Source: an optimization exercise on an open RTL-to-GDS flow (aim: small area, a short achievable clock period and few clock cycles per item). Production flows keep margins and buffers that such runs may drop. No run shown here included a check of the RTL's function; only the layout flow was run. Power figures rest on the tool's default switching activity, not on a simulated workload.

--- standard.sh ---
#!/bin/bash
# synth_recipe.tcl (not shown) runs the flow's synth.tcl, then flattens the netlist and writes it again
# the make line also repeats each setting of config.mk as NAME=value (left out here)
make -C /OpenROAD-flow-scripts/flow DESIGN_CONFIG=/design/flow/config.mk WORK_HOME=/design/flow/orfs CLKGATE_MAP_FILE= SYNTH_SCRIPT=/design/flow/synth_recipe.tcl "${@:-finish}"
--- config.mk ---
export PLATFORM = sky130hd
export DESIGN_NAME = fpmultiplier
export DESIGN_NICKNAME = fpmultiplier
export VERILOG_FILES = /design/flow/design.v
export SDC_FILE = /design/flow/constraint.sdc
export NUM_CORES = 4
export LEC_CHECK = 0
export ABC_CLOCK_PERIOD_IN_PS = 3500
export CAP_MARGIN = 20
export CORE_MARGIN = 2
export CORE_UTILIZATION = 40
export CTS_BUF_LIST = sky130_fd_sc_hd__clkbuf_4 sky130_fd_sc_hd__clkbuf_8
export PLACE_DENSITY = 0.6
export SETUP_SLACK_MARGIN = 5
export SLEW_MARGIN = 20
export SYNTH_HIERARCHICAL = 1
--- constraint.sdc ---
create_clock -name core_clock -period 9.0 [get_ports {clock}]
set_input_delay 1.8000 -clock core_clock [delete_from_list [all_inputs] [get_ports {clock}]]
set_output_delay 1.8000 -clock core_clock [all_outputs]
set_load 0.01 [all_outputs]
--- flow/run.sh ---
#!/bin/bash
# The standard layout flow (standard.sh), run with a larger setup margin
# for the resizer's timing repair and a smaller cell for the port buffers
# (every port is still buffered). Clock, constraints and every step are
# otherwise unchanged.
set -euo pipefail
MARGIN=${MARGIN:-6.2}
sed -E "s/SETUP_SLACK_MARGIN=[-0-9.]+/SETUP_SLACK_MARGIN=$MARGIN/" standard.sh > standard_margin.sh
grep -q "SETUP_SLACK_MARGIN=$MARGIN" standard_margin.sh
bash standard_margin.sh "BUFFER_PORTS_ARGS=-buffer_cell sky130_fd_sc_hd__buf_2" finish > standard.log 2>&1
--- design.v ---
module fpmultiplier (output logic [31:0] product, output logic ready,
		input logic [31:0] a, input logic clock, nreset);
logic s_a, s_b, s_x1, s_x2, s_x3, s_x4, s_f;
always_ff @(posedge clock, negedge nreset)
  if (~nreset) begin
    s_a <= 1'b0; s_b <= 1'b0; s_x1 <= 1'b0; s_x2 <= 1'b0; s_x3 <= 1'b0; s_x4 <= 1'b0; s_f <= 1'b0;
    ready <= 1'b0;
  end else begin
    s_a <= ~(s_a | s_b | s_x1 | s_x2 | s_x3 | s_x4 | s_f);
    s_b <= s_a;
    s_x1 <= s_b;
    s_x2 <= s_x1;
    s_x3 <= s_x2;
    s_x4 <= s_x3;
    s_f <= s_x4;
    ready <= s_f;
  end
logic [8:0] rse1, rse2;
logic [22:0] ra_f;
always_ff @(posedge clock) begin
  rse1 <= a[31:23];
  rse2 <= rse1;
  if (s_a) ra_f <= a[22:0];
end
logic [35:0] enc;
logic [34:0] dg;
logic [23:0] fb_ext;
assign fb_ext = {a[22:0], 1'b0};
assign enc[0] = fb_ext[1] ^ fb_ext[0];
assign enc[1] = (fb_ext[2] & ~fb_ext[1] & ~fb_ext[0]) | (~fb_ext[2] & fb_ext[1] & fb_ext[0]);
assign enc[2] = fb_ext[2];
assign enc[3] = fb_ext[3] ^ fb_ext[2];
assign enc[4] = (fb_ext[4] & ~fb_ext[3] & ~fb_ext[2]) | (~fb_ext[4] & fb_ext[3] & fb_ext[2]);
assign enc[5] = fb_ext[4];
assign enc[6] = fb_ext[5] ^ fb_ext[4];
assign enc[7] = (fb_ext[6] & ~fb_ext[5] & ~fb_ext[4]) | (~fb_ext[6] & fb_ext[5] & fb_ext[4]);
assign enc[8] = fb_ext[6];
assign enc[9] = fb_ext[7] ^ fb_ext[6];
assign enc[10] = (fb_ext[8] & ~fb_ext[7] & ~fb_ext[6]) | (~fb_ext[8] & fb_ext[7] & fb_ext[6]);
assign enc[11] = fb_ext[8];
assign enc[12] = fb_ext[9] ^ fb_ext[8];
assign enc[13] = (fb_ext[10] & ~fb_ext[9] & ~fb_ext[8]) | (~fb_ext[10] & fb_ext[9] & fb_ext[8]);
assign enc[14] = fb_ext[10];
assign enc[15] = fb_ext[11] ^ fb_ext[10];
assign enc[16] = (fb_ext[12] & ~fb_ext[11] & ~fb_ext[10]) | (~fb_ext[12] & fb_ext[11] & fb_ext[10]);
assign enc[17] = fb_ext[12];
assign enc[18] = fb_ext[13] ^ fb_ext[12];
assign enc[19] = (fb_ext[14] & ~fb_ext[13] & ~fb_ext[12]) | (~fb_ext[14] & fb_ext[13] & fb_ext[12]);
assign enc[20] = fb_ext[14];
assign enc[21] = fb_ext[15] ^ fb_ext[14];
assign enc[22] = (fb_ext[16] & ~fb_ext[15] & ~fb_ext[14]) | (~fb_ext[16] & fb_ext[15] & fb_ext[14]);
assign enc[23] = fb_ext[16];
assign enc[24] = fb_ext[17] ^ fb_ext[16];
assign enc[25] = (fb_ext[18] & ~fb_ext[17] & ~fb_ext[16]) | (~fb_ext[18] & fb_ext[17] & fb_ext[16]);
assign enc[26] = fb_ext[18];
assign enc[27] = fb_ext[19] ^ fb_ext[18];
assign enc[28] = (fb_ext[20] & ~fb_ext[19] & ~fb_ext[18]) | (~fb_ext[20] & fb_ext[19] & fb_ext[18]);
assign enc[29] = fb_ext[20];
assign enc[30] = fb_ext[21] ^ fb_ext[20];
assign enc[31] = (fb_ext[22] & ~fb_ext[21] & ~fb_ext[20]) | (~fb_ext[22] & fb_ext[21] & fb_ext[20]);
assign enc[32] = fb_ext[22];
assign enc[33] = fb_ext[23] ^ fb_ext[22];
assign enc[34] = fb_ext[23] & fb_ext[22];
assign enc[35] = 1'b0;
logic [22:0] pf;
always_ff @(posedge clock) begin
  dg[0] <= s_f ? pf[0] : s_b ? enc[0] : dg[9];
  dg[1] <= s_f ? pf[1] : s_b ? enc[1] : dg[10];
  dg[2] <= s_f ? pf[2] : s_b ? enc[2] : dg[11];
  dg[3] <= s_f ? pf[3] : s_b ? enc[3] : dg[12];
  dg[4] <= s_f ? pf[4] : s_b ? enc[4] : dg[13];
  dg[5] <= s_f ? pf[5] : s_b ? enc[5] : dg[14];
  dg[6] <= s_f ? pf[6] : s_b ? enc[6] : dg[15];
  dg[7] <= s_f ? pf[7] : s_b ? enc[7] : dg[16];
  dg[8] <= s_f ? pf[8] : s_b ? enc[8] : dg[17];
  dg[9] <= s_f ? pf[9] : s_b ? enc[9] : dg[18];
  dg[10] <= s_f ? pf[10] : s_b ? enc[10] : dg[19];
  dg[11] <= s_f ? pf[11] : s_b ? enc[11] : dg[20];
  dg[12] <= s_f ? pf[12] : s_b ? enc[12] : dg[21];
  dg[13] <= s_f ? pf[13] : s_b ? enc[13] : dg[22];
  dg[14] <= s_f ? pf[14] : s_b ? enc[14] : dg[23];
  dg[15] <= s_f ? pf[15] : s_b ? enc[15] : dg[24];
  dg[16] <= s_f ? pf[16] : s_b ? enc[16] : dg[25];
  dg[17] <= s_f ? pf[17] : s_b ? enc[17] : dg[26];
  dg[18] <= s_f ? pf[18] : s_b ? enc[18] : dg[27];
  dg[19] <= s_f ? pf[19] : s_b ? enc[19] : dg[28];
  dg[20] <= s_f ? pf[20] : s_b ? enc[20] : dg[29];
  dg[21] <= s_f ? pf[21] : s_b ? enc[21] : dg[30];
  dg[22] <= s_f ? pf[22] : s_b ? enc[22] : dg[31];
  dg[23] <= s_b ? enc[23] : dg[32];
  dg[24] <= s_b ? enc[24] : dg[33];
  dg[25] <= s_b ? enc[25] : dg[34];
  dg[26] <= s_b ? enc[26] : 1'b0;
  dg[27] <= enc[27];
  dg[28] <= enc[28];
  dg[29] <= enc[29];
  dg[30] <= enc[30];
  dg[31] <= enc[31];
  dg[32] <= enc[32];
  dg[33] <= enc[33];
  dg[34] <= enc[34];
end
logic bnz;
assign bnz = |(dg & 35'o33333333333);
logic [7:0] ea, eb;
logic za, zb, fa, fb, nana, nanb, infa, infb;
assign ea = rse2[7:0];
assign eb = rse1[7:0];
assign za = (ea == 8'd0);
assign zb = (eb == 8'd0);
assign fa = (ea == 8'hff);
assign fb = (eb == 8'hff);
assign nana = fa & (ra_f != 23'd0);
assign nanb = fb & bnz;
assign infa = fa & (ra_f == 23'd0);
assign infb = fb & ~bnz;
logic sp_nan, sp_inf, sp_zero, special;
assign sp_nan = nana | nanb | ((infa | infb) & (za | zb));
assign sp_inf = (infa | infb) & ~sp_nan;
assign sp_zero = (za | zb) & ~fa & ~fb;
assign special = fa | fb | za | zb;
logic [8:0] esum;
assign esum = {1'b0, ea} + {1'b0, eb};
logic [7:0] r_e, pe;
logic r_sign, r_nan, r_i0, r_i1, r_z0, r_z1;
always_ff @(posedge clock)
  if (s_x1 | s_f) r_e <= s_f ? pe : esum[7:0] + 8'd129;
always_ff @(posedge clock)
  if (s_x1) begin
    r_sign <= rse2[8] ^ rse1[8];
    r_nan <= sp_nan;
    r_i0 <= sp_nan | sp_inf | (~special & (esum >= 9'd382));
    r_i1 <= sp_nan | sp_inf | (~special & (esum >= 9'd381));
    r_z0 <= sp_zero | (~special & (esum <= 9'd127));
    r_z1 <= sp_zero | (~special & (esum <= 9'd126));
  end
logic [24:0] ma, ma2;
assign ma = {2'b01, ra_f};
assign ma2 = {1'b1, ra_f, 1'b0};
logic [2:0] bone, btwo, bneg, nneg;
assign bone[0] = dg[0];
assign btwo[0] = dg[1];
assign bneg[0] = dg[2];
assign nneg[0] = ~dg[2];
assign bone[1] = dg[3];
assign btwo[1] = dg[4];
assign bneg[1] = dg[5];
assign nneg[1] = ~dg[5];
assign bone[2] = dg[6];
assign btwo[2] = dg[7];
assign bneg[2] = dg[8];
assign nneg[2] = ~dg[8];
logic [24:0] pp0, pp1, pp2;
assign pp0 = (({25{bone[0]}} & ma) | ({25{btwo[0]}} & ma2)) ^ {25{bneg[0]}};
assign pp1 = (({25{bone[1]}} & ma) | ({25{btwo[1]}} & ma2)) ^ {25{bneg[1]}};
assign pp2 = (({25{bone[2]}} & ma) | ({25{btwo[2]}} & ma2)) ^ {25{bneg[2]}};
logic [30:0] acc_s, acc_c;
logic [24:0] as_in, ac_in;
logic [6:0] low;
assign low = {1'b0, acc_s[5:0]} + {1'b0, acc_c[5:0]};
logic cl_in;
assign cl_in = ~s_x1 & low[6];
assign as_in = s_x1 ? 25'd0 : acc_s[30:6];
assign ac_in = s_x1 ? 25'd0 : acc_c[30:6];
logic [23:0] ma_last;
assign ma_last = s_x4 ? {1'b1, ra_f} : 24'd0;
logic ts1, tc1, ts2, tc2, ts3, tc3, ts4, tc4, ts5, tc5, ts6, tc6, ts7, tc7, ts8, tc8, ts9, tc9, ts10, tc10, ts11, tc11, ts12, tc12, ts13, tc13, ts14, tc14, ts15, tc15, ts16, tc16, ts17, tc17, ts18, tc18, ts19, tc19, ts20, tc20, ts21, tc21, ts22, tc22, ts23, tc23, ts24, tc24, ts25, tc25, ts26, tc26, ts27, tc27, ts28, tc28, ts29, tc29, ts30, tc30, ts31, tc31, ts32, tc32, ts33, tc33, ts34, tc34, ts35, tc35, ts36, tc36, ts37, tc37, ts38, tc38, ts39, tc39, ts40, tc40, ts41, tc41, ts42, tc42, ts43, tc43, ts44, tc44, ts45, tc45, ts46, tc46, ts47, tc47, ts48, tc48, ts49, tc49, ts50, tc50, ts51, tc51, ts52, tc52, ts53, tc53, ts54, tc54, ts55, tc55, ts56, tc56, ts57, tc57, ts58, tc58, ts59, tc59, ts60, tc60, ts61, tc61, ts62, tc62, ts63, tc63, ts64, tc64, ts65, tc65, ts66, tc66, ts67, tc67, ts68, tc68, ts69, tc69, ts70, tc70, ts71, tc71, ts72, tc72, ts73, tc73, ts74, tc74, ts75, tc75, ts76, tc76, ts77, tc77, ts78, tc78, ts79, tc79, ts80, tc80, ts81, tc81, ts82, tc82, ts83, tc83, ts84, tc84, ts85, tc85, ts86, tc86, ts87, tc87, ts88, tc88, ts89, tc89, ts90, tc90, ts91, tc91, ts92, tc92, ts93, tc93, ts94, tc94, ts95, tc95, ts96, tc96, ts97, tc97, ts98, tc98, ts99, tc99, ts100, tc100, ts101, tc101, ts102, tc102, ts103, tc103, ts104, tc104, ts105, tc105, ts106, tc106, ts107, tc107;
fpmul_ha u_ts1 (.a(as_in[0]), .b(ac_in[0]), .s(ts1), .co(tc1));
fpmul_ha u_ts2 (.a(as_in[2]), .b(ac_in[2]), .s(ts2), .co(tc2));
fpmul_ha u_ts3 (.a(as_in[3]), .b(ac_in[3]), .s(ts3), .co(tc3));
fpmul_fa u_ts4 (.a(as_in[4]), .b(ac_in[4]), .c(bneg[2]), .s(ts4), .co(tc4));
fpmul_ha u_ts5 (.a(pp0[4]), .b(pp1[2]), .s(ts5), .co(tc5));
fpmul_fa u_ts6 (.a(as_in[5]), .b(ac_in[5]), .c(ma_last[0]), .s(ts6), .co(tc6));
fpmul_fa u_ts7 (.a(pp0[5]), .b(pp1[3]), .c(pp2[1]), .s(ts7), .co(tc7));
fpmul_fa u_ts8 (.a(as_in[6]), .b(ac_in[6]), .c(ma_last[1]), .s(ts8), .co(tc8));
fpmul_fa u_ts9 (.a(pp0[6]), .b(pp1[4]), .c(pp2[2]), .s(ts9), .co(tc9));
fpmul_fa u_ts10 (.a(as_in[7]), .b(ac_in[7]), .c(ma_last[2]), .s(ts10), .co(tc10));
fpmul_fa u_ts11 (.a(pp0[7]), .b(pp1[5]), .c(pp2[3]), .s(ts11), .co(tc11));
fpmul_fa u_ts12 (.a(as_in[8]), .b(ac_in[8]), .c(ma_last[3]), .s(ts12), .co(tc12));
fpmul_fa u_ts13 (.a(pp0[8]), .b(pp1[6]), .c(pp2[4]), .s(ts13), .co(tc13));
fpmul_fa u_ts14 (.a(as_in[9]), .b(ac_in[9]), .c(ma_last[4]), .s(ts14), .co(tc14));
fpmul_fa u_ts15 (.a(pp0[9]), .b(pp1[7]), .c(pp2[5]), .s(ts15), .co(tc15));
fpmul_fa u_ts16 (.a(as_in[10]), .b(ac_in[10]), .c(ma_last[5]), .s(ts16), .co(tc16));
fpmul_fa u_ts17 (.a(pp0[10]), .b(pp1[8]), .c(pp2[6]), .s(ts17), .co(tc17));
fpmul_fa u_ts18 (.a(as_in[11]), .b(ac_in[11]), .c(ma_last[6]), .s(ts18), .co(tc18));
fpmul_fa u_ts19 (.a(pp0[11]), .b(pp1[9]), .c(pp2[7]), .s(ts19), .co(tc19));
fpmul_fa u_ts20 (.a(as_in[12]), .b(ac_in[12]), .c(ma_last[7]), .s(ts20), .co(tc20));
fpmul_fa u_ts21 (.a(pp0[12]), .b(pp1[10]), .c(pp2[8]), .s(ts21), .co(tc21));
fpmul_fa u_ts22 (.a(as_in[13]), .b(ac_in[13]), .c(ma_last[8]), .s(ts22), .co(tc22));
fpmul_fa u_ts23 (.a(pp0[13]), .b(pp1[11]), .c(pp2[9]), .s(ts23), .co(tc23));
fpmul_fa u_ts24 (.a(as_in[14]), .b(ac_in[14]), .c(ma_last[9]), .s(ts24), .co(tc24));
fpmul_fa u_ts25 (.a(pp0[14]), .b(pp1[12]), .c(pp2[10]), .s(ts25), .co(tc25));
fpmul_fa u_ts26 (.a(as_in[15]), .b(ac_in[15]), .c(ma_last[10]), .s(ts26), .co(tc26));
fpmul_fa u_ts27 (.a(pp0[15]), .b(pp1[13]), .c(pp2[11]), .s(ts27), .co(tc27));
fpmul_fa u_ts28 (.a(as_in[16]), .b(ac_in[16]), .c(ma_last[11]), .s(ts28), .co(tc28));
fpmul_fa u_ts29 (.a(pp0[16]), .b(pp1[14]), .c(pp2[12]), .s(ts29), .co(tc29));
fpmul_fa u_ts30 (.a(as_in[17]), .b(ac_in[17]), .c(ma_last[12]), .s(ts30), .co(tc30));
fpmul_fa u_ts31 (.a(pp0[17]), .b(pp1[15]), .c(pp2[13]), .s(ts31), .co(tc31));
fpmul_fa u_ts32 (.a(as_in[18]), .b(ac_in[18]), .c(ma_last[13]), .s(ts32), .co(tc32));
fpmul_fa u_ts33 (.a(pp0[18]), .b(pp1[16]), .c(pp2[14]), .s(ts33), .co(tc33));
fpmul_fa u_ts34 (.a(as_in[19]), .b(ac_in[19]), .c(ma_last[14]), .s(ts34), .co(tc34));
fpmul_fa u_ts35 (.a(pp0[19]), .b(pp1[17]), .c(pp2[15]), .s(ts35), .co(tc35));
fpmul_fa u_ts36 (.a(as_in[20]), .b(ac_in[20]), .c(ma_last[15]), .s(ts36), .co(tc36));
fpmul_fa u_ts37 (.a(pp0[20]), .b(pp1[18]), .c(pp2[16]), .s(ts37), .co(tc37));
fpmul_fa u_ts38 (.a(as_in[21]), .b(ac_in[21]), .c(ma_last[16]), .s(ts38), .co(tc38));
fpmul_fa u_ts39 (.a(pp0[21]), .b(pp1[19]), .c(pp2[17]), .s(ts39), .co(tc39));
fpmul_fa u_ts40 (.a(as_in[22]), .b(ac_in[22]), .c(ma_last[17]), .s(ts40), .co(tc40));
fpmul_fa u_ts41 (.a(pp0[22]), .b(pp1[20]), .c(pp2[18]), .s(ts41), .co(tc41));
fpmul_fa u_ts42 (.a(as_in[23]), .b(ac_in[23]), .c(ma_last[18]), .s(ts42), .co(tc42));
fpmul_fa u_ts43 (.a(pp0[23]), .b(pp1[21]), .c(pp2[19]), .s(ts43), .co(tc43));
fpmul_fa u_ts44 (.a(as_in[24]), .b(ac_in[24]), .c(ma_last[19]), .s(ts44), .co(tc44));
fpmul_fa u_ts45 (.a(pp0[24]), .b(pp1[22]), .c(pp2[20]), .s(ts45), .co(tc45));
fpmul_fa u_ts46 (.a(s_x1), .b(ma_last[20]), .c(nneg[0]), .s(ts46), .co(tc46));
fpmul_ha u_ts47 (.a(pp1[23]), .b(pp2[21]), .s(ts47), .co(tc47));
assign ts48 = 1'b1 ^ ma_last[21] ^ pp1[24];
assign tc48 = (1'b1 & ma_last[21]) | (1'b1 & pp1[24]) | (ma_last[21] & pp1[24]);
fpmul_ha u_ts49 (.a(ts1), .b(bneg[0]), .s(ts49), .co(tc49));
fpmul_fa u_ts50 (.a(as_in[1]), .b(ac_in[1]), .c(tc1), .s(ts50), .co(tc50));
fpmul_fa u_ts51 (.a(ts2), .b(bneg[1]), .c(pp0[2]), .s(ts51), .co(tc51));
fpmul_fa u_ts52 (.a(ts3), .b(tc2), .c(pp0[3]), .s(ts52), .co(tc52));
fpmul_fa u_ts53 (.a(tc3), .b(ts4), .c(pp2[0]), .s(ts53), .co(tc53));
fpmul_fa u_ts54 (.a(ts6), .b(tc4), .c(tc5), .s(ts54), .co(tc54));
fpmul_fa u_ts55 (.a(ts8), .b(tc6), .c(ts9), .s(ts55), .co(tc55));
fpmul_fa u_ts56 (.a(ts10), .b(tc8), .c(ts11), .s(ts56), .co(tc56));
fpmul_fa u_ts57 (.a(ts12), .b(tc10), .c(ts13), .s(ts57), .co(tc57));
fpmul_fa u_ts58 (.a(ts14), .b(tc12), .c(ts15), .s(ts58), .co(tc58));
fpmul_fa u_ts59 (.a(ts16), .b(tc14), .c(ts17), .s(ts59), .co(tc59));
fpmul_fa u_ts60 (.a(ts18), .b(tc16), .c(ts19), .s(ts60), .co(tc60));
fpmul_fa u_ts61 (.a(ts20), .b(tc18), .c(ts21), .s(ts61), .co(tc61));
fpmul_fa u_ts62 (.a(ts22), .b(tc20), .c(ts23), .s(ts62), .co(tc62));
fpmul_fa u_ts63 (.a(ts24), .b(tc22), .c(ts25), .s(ts63), .co(tc63));
fpmul_fa u_ts64 (.a(ts26), .b(tc24), .c(ts27), .s(ts64), .co(tc64));
fpmul_fa u_ts65 (.a(ts28), .b(tc26), .c(ts29), .s(ts65), .co(tc65));
fpmul_fa u_ts66 (.a(ts30), .b(tc28), .c(ts31), .s(ts66), .co(tc66));
fpmul_fa u_ts67 (.a(ts32), .b(tc30), .c(ts33), .s(ts67), .co(tc67));
fpmul_fa u_ts68 (.a(ts34), .b(tc32), .c(ts35), .s(ts68), .co(tc68));
fpmul_fa u_ts69 (.a(ts36), .b(tc34), .c(ts37), .s(ts69), .co(tc69));
fpmul_fa u_ts70 (.a(ts38), .b(tc36), .c(ts39), .s(ts70), .co(tc70));
fpmul_fa u_ts71 (.a(ts40), .b(tc38), .c(ts41), .s(ts71), .co(tc71));
fpmul_fa u_ts72 (.a(ts42), .b(tc40), .c(ts43), .s(ts72), .co(tc72));
fpmul_fa u_ts73 (.a(ts44), .b(tc42), .c(ts45), .s(ts73), .co(tc73));
fpmul_fa u_ts74 (.a(tc44), .b(ts46), .c(ts47), .s(ts74), .co(tc74));
fpmul_fa u_ts75 (.a(pp2[22]), .b(tc46), .c(tc47), .s(ts75), .co(tc75));
fpmul_fa u_ts76 (.a(ma_last[22]), .b(nneg[1]), .c(pp2[23]), .s(ts76), .co(tc76));
assign ts77 = 1'b1 ^ ma_last[23];
assign tc77 = 1'b1 & ma_last[23];
fpmul_ha u_ts78 (.a(cl_in), .b(ts49), .s(ts78), .co(tc78));
fpmul_fa u_ts79 (.a(tc49), .b(ts50), .c(pp0[1]), .s(ts79), .co(tc79));
fpmul_fa u_ts80 (.a(tc50), .b(pp1[0]), .c(ts51), .s(ts80), .co(tc80));
fpmul_fa u_ts81 (.a(pp1[1]), .b(ts52), .c(tc51), .s(ts81), .co(tc81));
fpmul_fa u_ts82 (.a(ts5), .b(ts53), .c(tc52), .s(ts82), .co(tc82));
fpmul_fa u_ts83 (.a(ts7), .b(tc53), .c(ts54), .s(ts83), .co(tc83));
fpmul_fa u_ts84 (.a(tc7), .b(tc54), .c(ts55), .s(ts84), .co(tc84));
fpmul_fa u_ts85 (.a(tc9), .b(ts56), .c(tc55), .s(ts85), .co(tc85));
fpmul_fa u_ts86 (.a(tc11), .b(ts57), .c(tc56), .s(ts86), .co(tc86));
fpmul_fa u_ts87 (.a(tc13), .b(ts58), .c(tc57), .s(ts87), .co(tc87));
fpmul_fa u_ts88 (.a(tc15), .b(ts59), .c(tc58), .s(ts88), .co(tc88));
fpmul_fa u_ts89 (.a(tc17), .b(ts60), .c(tc59), .s(ts89), .co(tc89));
fpmul_fa u_ts90 (.a(tc19), .b(ts61), .c(tc60), .s(ts90), .co(tc90));
fpmul_fa u_ts91 (.a(tc21), .b(ts62), .c(tc61), .s(ts91), .co(tc91));
fpmul_fa u_ts92 (.a(tc23), .b(ts63), .c(tc62), .s(ts92), .co(tc92));
fpmul_fa u_ts93 (.a(tc25), .b(ts64), .c(tc63), .s(ts93), .co(tc93));
fpmul_fa u_ts94 (.a(tc27), .b(ts65), .c(tc64), .s(ts94), .co(tc94));
fpmul_fa u_ts95 (.a(tc29), .b(ts66), .c(tc65), .s(ts95), .co(tc95));
fpmul_fa u_ts96 (.a(tc31), .b(ts67), .c(tc66), .s(ts96), .co(tc96));
fpmul_fa u_ts97 (.a(tc33), .b(ts68), .c(tc67), .s(ts97), .co(tc97));
fpmul_fa u_ts98 (.a(tc35), .b(ts69), .c(tc68), .s(ts98), .co(tc98));
fpmul_fa u_ts99 (.a(tc37), .b(ts70), .c(tc69), .s(ts99), .co(tc99));
fpmul_fa u_ts100 (.a(tc39), .b(ts71), .c(tc70), .s(ts100), .co(tc100));
fpmul_fa u_ts101 (.a(tc41), .b(ts72), .c(tc71), .s(ts101), .co(tc101));
fpmul_fa u_ts102 (.a(tc43), .b(ts73), .c(tc72), .s(ts102), .co(tc102));
fpmul_fa u_ts103 (.a(tc45), .b(ts74), .c(tc73), .s(ts103), .co(tc103));
fpmul_fa u_ts104 (.a(ts48), .b(ts75), .c(tc74), .s(ts104), .co(tc104));
fpmul_fa u_ts105 (.a(ts76), .b(tc48), .c(tc75), .s(ts105), .co(tc105));
fpmul_fa u_ts106 (.a(ts77), .b(pp2[24]), .c(tc76), .s(ts106), .co(tc106));
fpmul_ha u_ts107 (.a(tc77), .b(nneg[2]), .s(ts107), .co(tc107));
always_ff @(posedge clock) begin
  acc_s <= {1'b1, ts107, ts106, ts105, ts104, ts103, ts102, ts101, ts100, ts99, ts98, ts97, ts96, ts95, ts94, ts93, ts92, ts91, ts90, ts89, ts88, ts87, ts86, ts85, ts84, ts83, ts82, ts81, ts80, ts79, ts78};
  acc_c <= {tc107, tc106, tc105, tc104, tc103, tc102, tc101, tc100, tc99, tc98, tc97, tc96, tc95, tc94, tc93, tc92, tc91, tc90, tc89, tc88, tc87, tc86, tc85, tc84, tc83, tc82, tc81, tc80, tc79, tc78, pp0[0]};
end
logic [29:0] p;
assign p = acc_s[29:0] + acc_c[29:0];
logic hi, zr, ir;
assign hi = p[29];
assign zr = hi ? r_z1 : r_z0;
assign ir = hi ? r_i1 : r_i0;
assign pe = zr ? 8'd0 : ir ? 8'hff : (hi ? r_e + 8'd1 : r_e);
assign pf = (zr | ir) ? {22'd0, r_nan} : (hi ? p[28:6] : p[27:5]);
assign product = {r_sign, r_e, dg[22:0]};
endmodule
module fpmul_fa (input logic a, b, c, output logic s, co);
  assign s = a ^ b ^ c;
  assign co = (a & b) | (a & c) | (b & c);
endmodule
module fpmul_ha (input logic a, b, output logic s, co);
  assign s = a ^ b;
  assign co = a & b;
endmodule
==> results of run 1 <==
final timing paths:
kind | slack, ps | end | startpoint
max in group asynchronous | 7640 | s_x1 | nreset
min | 370 | rse2[8] | rse1[8]
max | 6120 | product[6] | dg[6]
min reg2reg | 370 | rse2[8] | rse1[8]
max reg2reg | 6200 | r_e[4] | acc_s[11]
min in group asynchronous | 1170 | s_x2 | nreset
layout make-up:
cell class / instances / area [um2]
timing repair buffer: 132 / 1160
sequential: 159 / 3680
tap: 341 / 427
clock inverter: 15 / 198
clock buffer: 17 / 234
inverter: 22 / 82.6
fill: 2445 / 13900
multi-input combinational: 773 / 7220
worst max-delay path, delay by kind of cell (launching register included):
kind	cells	cell delay [ps]
flip-flops	1	370
buffers and inverters	2	240
metrics by stage:
stage               utilization  area [um2]  std cells
floorplan                     -       10900       1048
global placement          0.422       11300       1374
detailed placement        0.422       11300       1374
CTS                       0.470       12600       1447
global route              0.484       13000       1459
finish                    0.484       13000       1459
logic make-up (layout without fill, tap and decap cells):
group	after synthesis	after routing	share of synthesized area
xor+xnor	129	129	0.104
compound gates	210	210	0.131
flops	159	159	0.328
mux	27	27	0.0250
buf+inv	116	186	0.0503
simple gates	259	259	0.125
fa+ha+maj	148	148	0.236
power by group through the flow:
stage / clock network, uW / logic [uW] / registers, uW
finish: 590 / 4300 / 1130
global route: 631 / 4710 / 1140
CTS: 599 / 4190 / 1110
detailed placement: 0 / 3690 / 1130
global placement: 0 / 3650 / 1130
floorplan: 0 / 2720 / 1040
per-module statistics from Yosys, one instance, submodules excluded:
module / times used / area, um2 / cells
fpmultiplier: 1 / 8900 / 943
fpmul_fa: 97 / 20.0 / 1
fpmul_ha: 8 / 12.5 / 1
cell usage after synthesis (3+ instances only):
cell,number
nor2b_1,53
xnor2_1,107
clkbuf_1,57
nand3_1,11
buf_1,8
nand4_1,10
a31oi_1,4
dfxtp_1,114
a21oi_1,33
fa_1,98
a21boi_0,4
or2_2,3
xor2_1,21
a211oi_1,5
inv_1,22
ha_1,50
dfrtp_1,8
o22ai_1,23
a221o_1,4
mux2_2,3
nor3_1,7
nor4_1,18
mux2i_1,24
nand2b_1,3
buf_4,24
o21bai_1,7
a21o_1,8
o21a_1,3
a22oi_1,66
o211ai_1,7
and3_1,5
o21ai_0,29
nor2_1,54
buf_6,3
edfxtp_1,37
and2_1,26
nand2_1,53
flip-flops by register name, indices dropped and copies added, names as in the netlist:
name	flops
r_z1	1
r_i1	1
acc_c	31
ready	1
s_x4	1
s_f	1
r_sign	1
ra_f	23
rse1	9
s_x2	1
s_x3	1
r_i0	1
s_a	1
acc_s	30
s_b	1
r_e	8
rse2	9
dg	35
r_nan	1
s_x1	1
r_z0	1
routing by layer:
layer / vias to the layer above / GRT usage / part of all wire
met5: - / 0 / 0
met4: 0 / 0.0669 / 0.021
met3: 50 / 0.0522 / 0.073
met2: 300 / 0.341 / 0.46
met1: 4081 / 0.298 / 0.45
li1: 3740 / - / -
repair_timing:
action                     CTS  global route
setup endpoints to repair  110            73
pin swaps                   28            17
hold endpoints to repair     0             0
gates cloned                 3             0
gates resized for setup    121            54
buffers inserted            38            12
==> impl_metrics.env, run 1 <==
export IMPL_core_um2=26900
export IMPL_power_frac_clock=0.098
export IMPL_die_y_um=169
export IMPL_p_comb_frac=0.715
export IMPL_finalPower_uw=6020
export IMPL_worst_pin_slew_ps=842
export IMPL_fmax_mhz=348
export IMPL_p_leak_uw=0.00519
export IMPL_pwr_share_seq=0.187
export IMPL_vias=8171
export IMPL_hpwl_um=21800
export IMPL_cp_slowest_stage_delay_ps=370
export IMPL_holdPathStages=0
export IMPL_criticalPathCategory="reg -> out"
export IMPL_syn_nets=1230
export IMPL_slowest_stage="dfxtp_4"
export IMPL_synthToLayoutAreaGrowth_pct=18.8
export IMPL_drive_gt1_frac=0.246
export IMPL_clk_latency_ps=470
export IMPL_drtPass1Iterations=7
export IMPL_overflow=0
export IMPL_synth_edf_count=37
export IMPL_rsz0062_at_grt="yes"
export IMPL_layout_common_cells="xnor2_1, fa_1, dfxtp_1"
export IMPL_place_ws_ps=5410
export IMPL_p_per_area_nw_per_um2=463
export IMPL_cts_sinks=159
export IMPL_io_pin_count=67
export IMPL_final_common_cell="xnor2_1"
export IMPL_netSwitchingFraction=0.446
export IMPL_avgSynthCellArea_um2=10.4
export IMPL_status="finished clean"
export IMPL_ff2ff_path_depth=11
export IMPL_start_kind="flop"
export IMPL_drc_errors=0
export IMPL_netSwitchingPower_uw=2680
export IMPL_cap_violations=0
export IMPL_cts_made_buffers=17
export IMPL_die_area_um2=28700
export IMPL_yosysTopAreaCellShare=0.209
export IMPL_vdd_ir_drop_max_uv=227
export IMPL_worstSetupEndpointType="output pin"
export IMPL_async_flop_share=0.0503
export IMPL_viasPerCell=5.60
export IMPL_tritoncts="yes"
export IMPL_finalCritPeriodShare=0.320
export IMPL_holdBufCountCts=0
export IMPL_setup_viol=0
export IMPL_hold_slack_ps=367
export IMPL_syn_inst=1048
export IMPL_crit_chain="buf_12 -> buf_6"
export IMPL_final_setup_worst_slack_ps=6120
export IMPL_fp_dieW_um=169
export IMPL_synthTopCellsByArea="dfxtp_1, fa_1, edfxtp_1"
export IMPL_path_clk_slew_ps=90
export IMPL_synth_cell_type_count=64
export IMPL_final_nets=1287
export IMPL_io_buffers=66
export IMPL_ys_ff_latch=159
export IMPL_ant_nets=0
export IMPL_grt_pass1_vias=8180
export IMPL_relSlewSlack=0.433
export IMPL_ys_seq_area_frac=0.328
export IMPL_final_hold_viol_count=0
export IMPL_synth_ff_type="dfxtp_1"
export IMPL_hold_path_class="reg -> reg"
export IMPL_crit_required_ps=7200
export IMPL_diodes=0
export IMPL_drt_initial_drc_count=704
export IMPL_setup_tns_ps=0
export IMPL_synth_area_leader_cell="dfxtp_1"
export IMPL_finClkSkew_ps=11.5
export IMPL_finalWeightedCongestion=0.875
export IMPL_cts_buffer_depth=2
export IMPL_grt_pass1_wl_um=47100
export IMPL_routed_wl_um=30600
export IMPL_syn_area_um2=10900
export IMPL_antenna_found_initial=0
export IMPL_num_rows=60
export IMPL_timing_final_crit_period_ps=2880
export IMPL_slew_viol_final=0
export IMPL_p_int_uw=3330
export IMPL_cts_root_buf="clkbuf_8"
export IMPL_synth_yosys_warnings=7
export IMPL_wire_per_inst_um=21.0
export IMPL_track_usage=0.217
export IMPL_critPathArrivalTime_ps=1080
export IMPL_start_util=0.407
export IMPL_htree_num_levels=4
export IMPL_cp_max_fo=2
export IMPL_grt_max_degree=61
==> run 2, diff against run 1 <==
--- a/flow/run.sh
+++ b/flow/run.sh
@@ -4,7 +4,7 @@
 # (every port is still buffered). Clock, constraints and every step are
 # otherwise unchanged.
 set -euo pipefail
-MARGIN=${MARGIN:-6.2}
+MARGIN=${MARGIN:-5.8}
 sed -E "s/SETUP_SLACK_MARGIN=[-0-9.]+/SETUP_SLACK_MARGIN=$MARGIN/" standard.sh > standard_margin.sh
 grep -q "SETUP_SLACK_MARGIN=$MARGIN" standard_margin.sh
 bash standard_margin.sh "BUFFER_PORTS_ARGS=-buffer_cell sky130_fd_sc_hd__buf_2" finish > standard.log 2>&1
==> impl_metrics.env, run 2 <==
export IMPL_crit_chain="buf_6 -> buf_2"
export IMPL_synth_edf_count=37
export IMPL_finalPower_uw=5450
export IMPL_io_pin_count=67
export IMPL_synth_ff_type="dfxtp_1"
export IMPL_fillers=2554
export IMPL_cp_max_fo=18
export IMPL_largest_register_ffs=35
export IMPL_finClkSkew_ps=20.7
export IMPL_relSlewSlack=0.411
export IMPL_core_um2=26900
export IMPL_pwr_share_seq=0.204
export IMPL_place_ws_ps=5390
export IMPL_fp_dieW_um=169
export IMPL_vdd_ir_drop_max_uv=196
export IMPL_finalCritPeriodShare=0.349
export IMPL_synthTopCellsByArea="dfxtp_1, fa_1, edfxtp_1"
export IMPL_p_int_uw=2950
export IMPL_hold_path_class="reg -> reg"
export IMPL_clk_latency_ps=470
export IMPL_hpwl_um=21700
export IMPL_final_nets=1242
export IMPL_tritoncts="yes"
export IMPL_post_place_cells=1375
export IMPL_avgSynthCellArea_um2=10.4
export IMPL_async_flop_share=0.0503
export IMPL_die_area_um2=28700
export IMPL_start_kind="flop"
export IMPL_netSwitchingPower_uw=2500
export IMPL_routed_wl_um=28600
export IMPL_drc_errors=0
export IMPL_syn_nets=1230
export IMPL_top_regs="dg x35, acc_c x31, acc_s x30"
export IMPL_status="finished clean"
export IMPL_cts_made_buffers=17
export IMPL_ys_ff_latch=159
export IMPL_rsz0062_at_grt="no"
export IMPL_layout_common_cells="dfxtp_1, xnor2_1, fa_1"
export IMPL_slew_viol_final=0
export IMPL_htree_num_levels=4
export IMPL_syn_area_um2=10900
export IMPL_netSwitchingFraction=0.459
export IMPL_io_buffers=66
export IMPL_worst_pin_slew_ps=883
export IMPL_fmax_mhz=319
export IMPL_regMostFlops="dg"
export IMPL_synthToLayoutAreaGrowth_pct=9.19
export IMPL_track_usage=0.203
export IMPL_diodes=0
export IMPL_cts_buffer_depth=2
export IMPL_final_common_cell="dfxtp_1"
export IMPL_cp_slowest_stage_delay_ps=460
export IMPL_num_rows=60
export IMPL_worst_path_buf_inv=2
export IMPL_final_setup_worst_slack_ps=5860
export IMPL_viasPerCell=5.49
export IMPL_start_util=0.407
export IMPL_cpLargestDelayFamily="flip-flops"
export IMPL_cap_violations=0
export IMPL_yosys_top_cells_count="dfxtp_1, xnor2_1, fa_1"
export IMPL_vias=7764
export IMPL_p_leak_uw=0.00482
export IMPL_slowest_stage="dfxtp_4"
export IMPL_post_layout_nonfiller_instances=1414
export IMPL_finalWeightedCongestion=0.869
export IMPL_critPathArrivalTime_ps=1340
export IMPL_cts_root_buf="clkbuf_8"
export IMPL_final_hold_viol_count=0
export IMPL_syn_inst=1048
export IMPL_yosysTopAreaCellShare=0.209
export IMPL_drt_initial_drc_count=588
export IMPL_holdBufCountCts=0
export IMPL_synth_most_common_cell="dfxtp_1"
export IMPL_ant_nets=0
export IMPL_cts_sinks=159
export IMPL_synth_yosys_warnings=7
export IMPL_path_clk_slew_ps=100
export IMPL_drive_gt1_frac=0.140
export IMPL_synth_cell_type_count=64
export IMPL_power_frac_clock=0.097
export IMPL_die_y_um=169
export IMPL_p_comb_frac=0.699
export IMPL_setup_tns_ps=0
export IMPL_setup_viol=0
export IMPL_antenna_found_initial=0
export IMPL_ys_seq_area_frac=0.328
export IMPL_timing_final_crit_period_ps=3140
export IMPL_synth_area_leader_cell="dfxtp_1"
export IMPL_worstSetupEndpointType="output pin"
export IMPL_grt_pass1_vias=7648
export IMPL_overflow=0
export IMPL_crit_required_ps=7200
export IMPL_criticalPathCategory="reg -> out"
export IMPL_drtPass1Iterations=5
export IMPL_p_per_area_nw_per_um2=456
export IMPL_grt_max_degree=61
export IMPL_grt_pass1_wl_um=44200
export IMPL_wire_per_inst_um=20.2
## run 2: changes by cell type in the layout (fill, tap and decap cells not counted), sizes merged
cell      before  now
buf          129   86
bufbuf         3    0
bufinv         3    1
clkbuf        17   19
clkinv         3    2
clkinvlp       0    1
inv           31   32
## run 2: repair_timing
item                       4_1_cts  5_1_grt
pin swaps                        3        2
resized for setup               25       12
setup buffers                    2        4
setup endpoints to repair       41       34
cloned                           0        1
## run 2: power groups by stage
stage | sequential, uW | clock (uW) | combinational, uW
floorplan | 1040 | 0 | 2720
global placement | 1120 | 0 | 3660
detailed placement | 1130 | 0 | 3670
CTS | 1120 | 540 | 3750
global route | 1130 | 569 | 4230
finish | 1110 | 528 | 3810
## run 2: final timing paths
check	from	slack, ps	endpoint	cells after the start
min reg2reg	s_x3	370	s_x4	0
max reg2reg	acc_s[14]	5940	dg[9]	11
min in group asynchronous	nreset	1160	s_x4	1
min	s_x3	370	s_x4	0
max in group asynchronous	nreset	7640	s_x1	1
max	dg[3]	5860	product[3]	2
## run 2: final cells by class
cell class	instances	area [um2]	area share
multi-input combinational	773	6880	0.575
sequential	159	3610	0.303
timing repair buffer	87	566	0.0473
tap	341	427	0.0357
clock buffer	18	241	0.0202
clock inverter	14	143	0.0119
inverter	22	82.6	0.00691
## run 2: cell families (layout without fill, tap and decap cells)
kind of cell | after synthesis | after routing | synth area share
flip-flops | 159 | 159 | 0.328
AO/OA/AOI/OAI | 210 | 210 | 0.131
XOR/XNOR | 129 | 129 | 0.104
adder cells (fa/ha/maj) | 148 | 148 | 0.236
multiplexers | 27 | 27 | 0.0250
AND/OR/NAND/NOR | 259 | 259 | 0.125
buffers and inverters | 116 | 141 | 0.0503
## run 2: stage by stage
| step | util | instance area (um2) | hold WS [ps] |
|---|---|---|---|
| 6_report | 0.445 | 11900 | 368 |
| 5_1_grt | 0.445 | 11900 | 372 |
| 4_1_cts | 0.440 | 11800 | 372 |
| 3_5_place_dp | 0.422 | 11300 | 357 |
| 3_3_place_gp | 0.422 | 11300 | 354 |
| 2_1_floorplan | - | 10900 | 349 |
## run 2: metal layers
layer  GRT usage  routed length [um]  up-vias
met3      0.0313                1660       24
met5           0                   0        -
li1            -                   -     3649
met1       0.294               13500     3857
met4      0.0498                 290        0
met2       0.319               13100      234
## run 2: modules after synthesis (local to each module, per instance)
module | flip-flops and latches | times used | cells
fpmultiplier | 159 | 1 | 943
fpmul_ha | 0 | 8 | 1
fpmul_fa | 0 | 97 | 1
==> run 3, diff against run 2 <==
--- a/flow/run.sh
+++ b/flow/run.sh
@@ -4,7 +4,7 @@
 # (every port is still buffered). Clock, constraints and every step are
 # otherwise unchanged.
 set -euo pipefail
-MARGIN=${MARGIN:-5.8}
+MARGIN=${MARGIN:-6.0}
 sed -E "s/SETUP_SLACK_MARGIN=[-0-9.]+/SETUP_SLACK_MARGIN=$MARGIN/" standard.sh > standard_margin.sh
 grep -q "SETUP_SLACK_MARGIN=$MARGIN" standard_margin.sh
 bash standard_margin.sh "BUFFER_PORTS_ARGS=-buffer_cell sky130_fd_sc_hd__buf_2" finish > standard.log 2>&1
==> impl_metrics.env, run 3 <==
export IMPL_ys_seq_area_frac=0.328
export IMPL_num_rows=60
export IMPL_worst_pin_slew_ps=909
export IMPL_synth_edf_count=37
export IMPL_crit_required_ps=7200
export IMPL_layout_common_cells="xnor2_1, dfxtp_1, fa_1"
export IMPL_p_leak_uw=0.00497
export IMPL_ys_ff_latch=159
export IMPL_overflow=0
export IMPL_yosys_top_cells_count="dfxtp_1, xnor2_1, fa_1"
export IMPL_htree_num_levels=4
export IMPL_synth_most_common_cell="dfxtp_1"
export IMPL_wire_per_inst_um=20.9
export IMPL_syn_inst=1048
export IMPL_core_um2=26900
export IMPL_critPathArrivalTime_ps=1140
export IMPL_final_nets=1260
export IMPL_cts_sinks=159
export IMPL_regMostFlops="dg"
export IMPL_post_place_cells=1375
export IMPL_diodes=0
export IMPL_min_delay_start="rse1[8]"
export IMPL_path_clk_slew_ps=100
export IMPL_timing_final_crit_period_ps=2940
export IMPL_drive_gt1_frac=0.170
export IMPL_drt_initial_drc_count=633
export IMPL_worstHoldEndpoint="rse2[8]"
export IMPL_finalCritPeriodShare=0.327
export IMPL_criticalPathCategory="reg -> out"
export IMPL_crit_chain="buf_12 -> buf_2"
export IMPL_synth_ff_type="dfxtp_1"
export IMPL_slew_viol_final=0
export IMPL_vdd_ir_drop_max_uv=164
export IMPL_fp_dieW_um=169
export IMPL_routed_wl_um=30000
export IMPL_cts_root_buf="clkbuf_8"
export IMPL_cp_max_fo=11
export IMPL_synth_area_leader_cell="dfxtp_1"
export IMPL_fmax_mhz=340
export IMPL_tritoncts="yes"
export IMPL_start_util=0.407
export IMPL_setup_tns_ps=0
export IMPL_drtPass1Iterations=5
export IMPL_final_common_cell="xnor2_1"
export IMPL_start_kind="flop"
export IMPL_drc_errors=0
export IMPL_grt_pass1_wl_um=45800
export IMPL_cp_slowest_stage_delay_ps=390
export IMPL_finalWeightedCongestion=0.869
export IMPL_synth_yosys_warnings=7
export IMPL_relSlewSlack=0.394
export IMPL_worstSetupEndpointType="output pin"
export IMPL_ant_nets=0
export IMPL_hpwl_um=21700
export IMPL_io_buffers=66
export IMPL_largest_register_ffs=35
export IMPL_async_flop_share=0.0503
export IMPL_status="finished clean"
export IMPL_r2r_slack_ps=6100
export IMPL_cts_buffer_depth=2
export IMPL_holdPathStages=0
export IMPL_rsz0062_at_grt="yes"
export IMPL_avgSynthCellArea_um2=10.4
export IMPL_io_pin_count=67
export IMPL_track_usage=0.212
export IMPL_top_regs="dg x35, acc_c x31, acc_s x30"
export IMPL_vias=7927
export IMPL_cp_startpoint="dg[8]"
export IMPL_post_route_util=0.459
export IMPL_cts_made_buffers=17
export IMPL_r2r_end="r_e[0]"
export IMPL_setup_viol=0
export IMPL_synth_cell_type_count=64
export IMPL_yosysTopAreaCellShare=0.209
export IMPL_post_layout_nonfiller_instances=1432
export IMPL_syn_area_um2=10900
export IMPL_viasPerCell=5.54
export IMPL_clk_latency_ps=470
export IMPL_rr_startpoint="acc_c[14]"
export IMPL_grt_pass1_vias=7847
export IMPL_synthToLayoutAreaGrowth_pct=12.7
export IMPL_cap_violations=0
export IMPL_ff2ff_path_depth=11
export IMPL_place_ws_ps=5390
export IMPL_hold_path_class="reg -> reg"
export IMPL_synthTopCellsByArea="dfxtp_1, fa_1, edfxtp_1"
export IMPL_slowest_stage="dfxtp_4"
export IMPL_die_y_um=169
export IMPL_finClkSkew_ps=13.0
export IMPL_die_area_um2=28700
export IMPL_grt_max_degree=61
export IMPL_final_setup_worst_slack_ps=6060
export IMPL_syn_nets=1230
export IMPL_antenna_found_initial=0
export IMPL_p_per_area_nw_per_um2=463
export IMPL_final_hold_viol_count=0
run 3: cell counts after synthesis:
No cell type changed its count.
run 3: area by class of cell:
type	instances	area [um2]
clock buffers	18	241
repair buffers	105	861
fillers	2514	14500
multi-input cells	773	6950
well taps	341	427
inverters	22	82.6
flip-flops and latches	159	3620
clock inverters	14	143
run 3: Yosys stat by module, one instance, submodules excluded:
module / times used / cells inside / flops+latches / cell area [um2]
fpmul_fa: 97 / 1 / 0 / 20.0
fpmul_ha: 8 / 1 / 0 / 12.5
fpmultiplier: 1 / 943 / 159 / 8900
run 3: where the power goes:
| group | leakage, uW | internal, uW | switching (uW) | total (uW) |
|---|---|---|---|---|
| Combinational | 0.00334 | 1910 | 2170 | 4080 |
| Clock | 0.000198 | 232 | 296 | 527 |
| Sequential | 0.00143 | 980 | 115 | 1100 |
| Total | 0.00497 | 3130 | 2580 | 5710 |
run 3: logic make-up (layout without fill, tap and decap cells):
| logic type | after synthesis | in the layout | synth area share |
|---|---|---|---|
| buffers and inverters | 116 | 159 | 0.0503 |
| AND/OR/NAND/NOR | 259 | 259 | 0.125 |
| XOR/XNOR | 129 | 129 | 0.104 |
| flip-flops | 159 | 159 | 0.328 |
| multiplexers | 27 | 27 | 0.0250 |
| adder cells (fa/ha/maj) | 148 | 148 | 0.236 |
| AO/OA/AOI/OAI | 210 | 210 | 0.131 |
run 3: how the worst max path moves through the flow:
| stage | slack, ps | cells after the start | endpoint |
|---|---|---|---|
| floorplan | 6130 | 6 | acc_s[10] |
| global placement | 5480 | 10 | r_e[3] |
| detailed placement | 5390 | 10 | r_e[3] |
| CTS | 5970 | 2 | product[8] |
| global route | 5970 | 9 | r_z0 |
| finish | 6060 | 2 | product[8] |
run 3: metal layers:
| layer | wire, um | vias up | global-route usage |
|---|---|---|---|
| met2 | 13600 | 265 | 0.331 |
| met5 | 0 | - | 0 |
| met3 | 2100 | 36 | 0.0483 |
| met1 | 13800 | 3928 | 0.298 |
| li1 | - | 3698 | - |
| met4 | 417 | 0 | 0.0528 |
run 3: worst max-delay path, delay by kind of cell, from the launching register on:
kind                   cells  cell delay [ps]
DFF                        1              390
buffers and inverters      2              290
run 3: per-stage QoR:
step | instance area (um2) | power (uW) | hold WS, ps
6_report | 12300 | 5710 | 369
5_1_grt | 12300 | 6170 | 372
3_5_place_dp | 11300 | 4800 | 357
3_3_place_gp | 11300 | 4780 | 354
2_1_floorplan | 10900 | 3760 | 349
4_1_cts | 12100 | 5640 | 372
run 3: what timing repair did:
action	4_1_cts	5_1_grt
endpoints found under the setup margin	69	44
pin swaps	20	5
cloned	4	1
resized for setup	48	22
setup buffers	14	6
hold buffers	0	0

==> re-timing with driven ports <==
How much do the figures lean on ideal ports? The routed layouts below were timed once more, with nothing changed but the port constraints. Step 1 assumes that a clkbuf_16 drives the clock port and a buf_2 every other input. Step 2 also shifts input and output timing later by t, the mid clock arrival at the registers, as if the neighbouring blocks saw the same clock. Three values: ideal ports, drivers, drivers and shift; two values: the first two.
run | shift t [ns] | setup slack, ns | hold WS [ns] | cell pins on the clock port's net
run 1 | 0.506 | 6.124 / 6.077 / 6.200 | 0.367 / 0.367 / 0.367 | 1
run 2 | 0.508 | 5.862 / 5.815 / 5.936 | 0.368 / 0.368 / 0.368 | 1
run 3 | 0.508 | 6.058 / 6.011 / 6.097 | 0.369 / 0.369 / 0.369 | 1
After both steps every run listed still meets setup and hold.
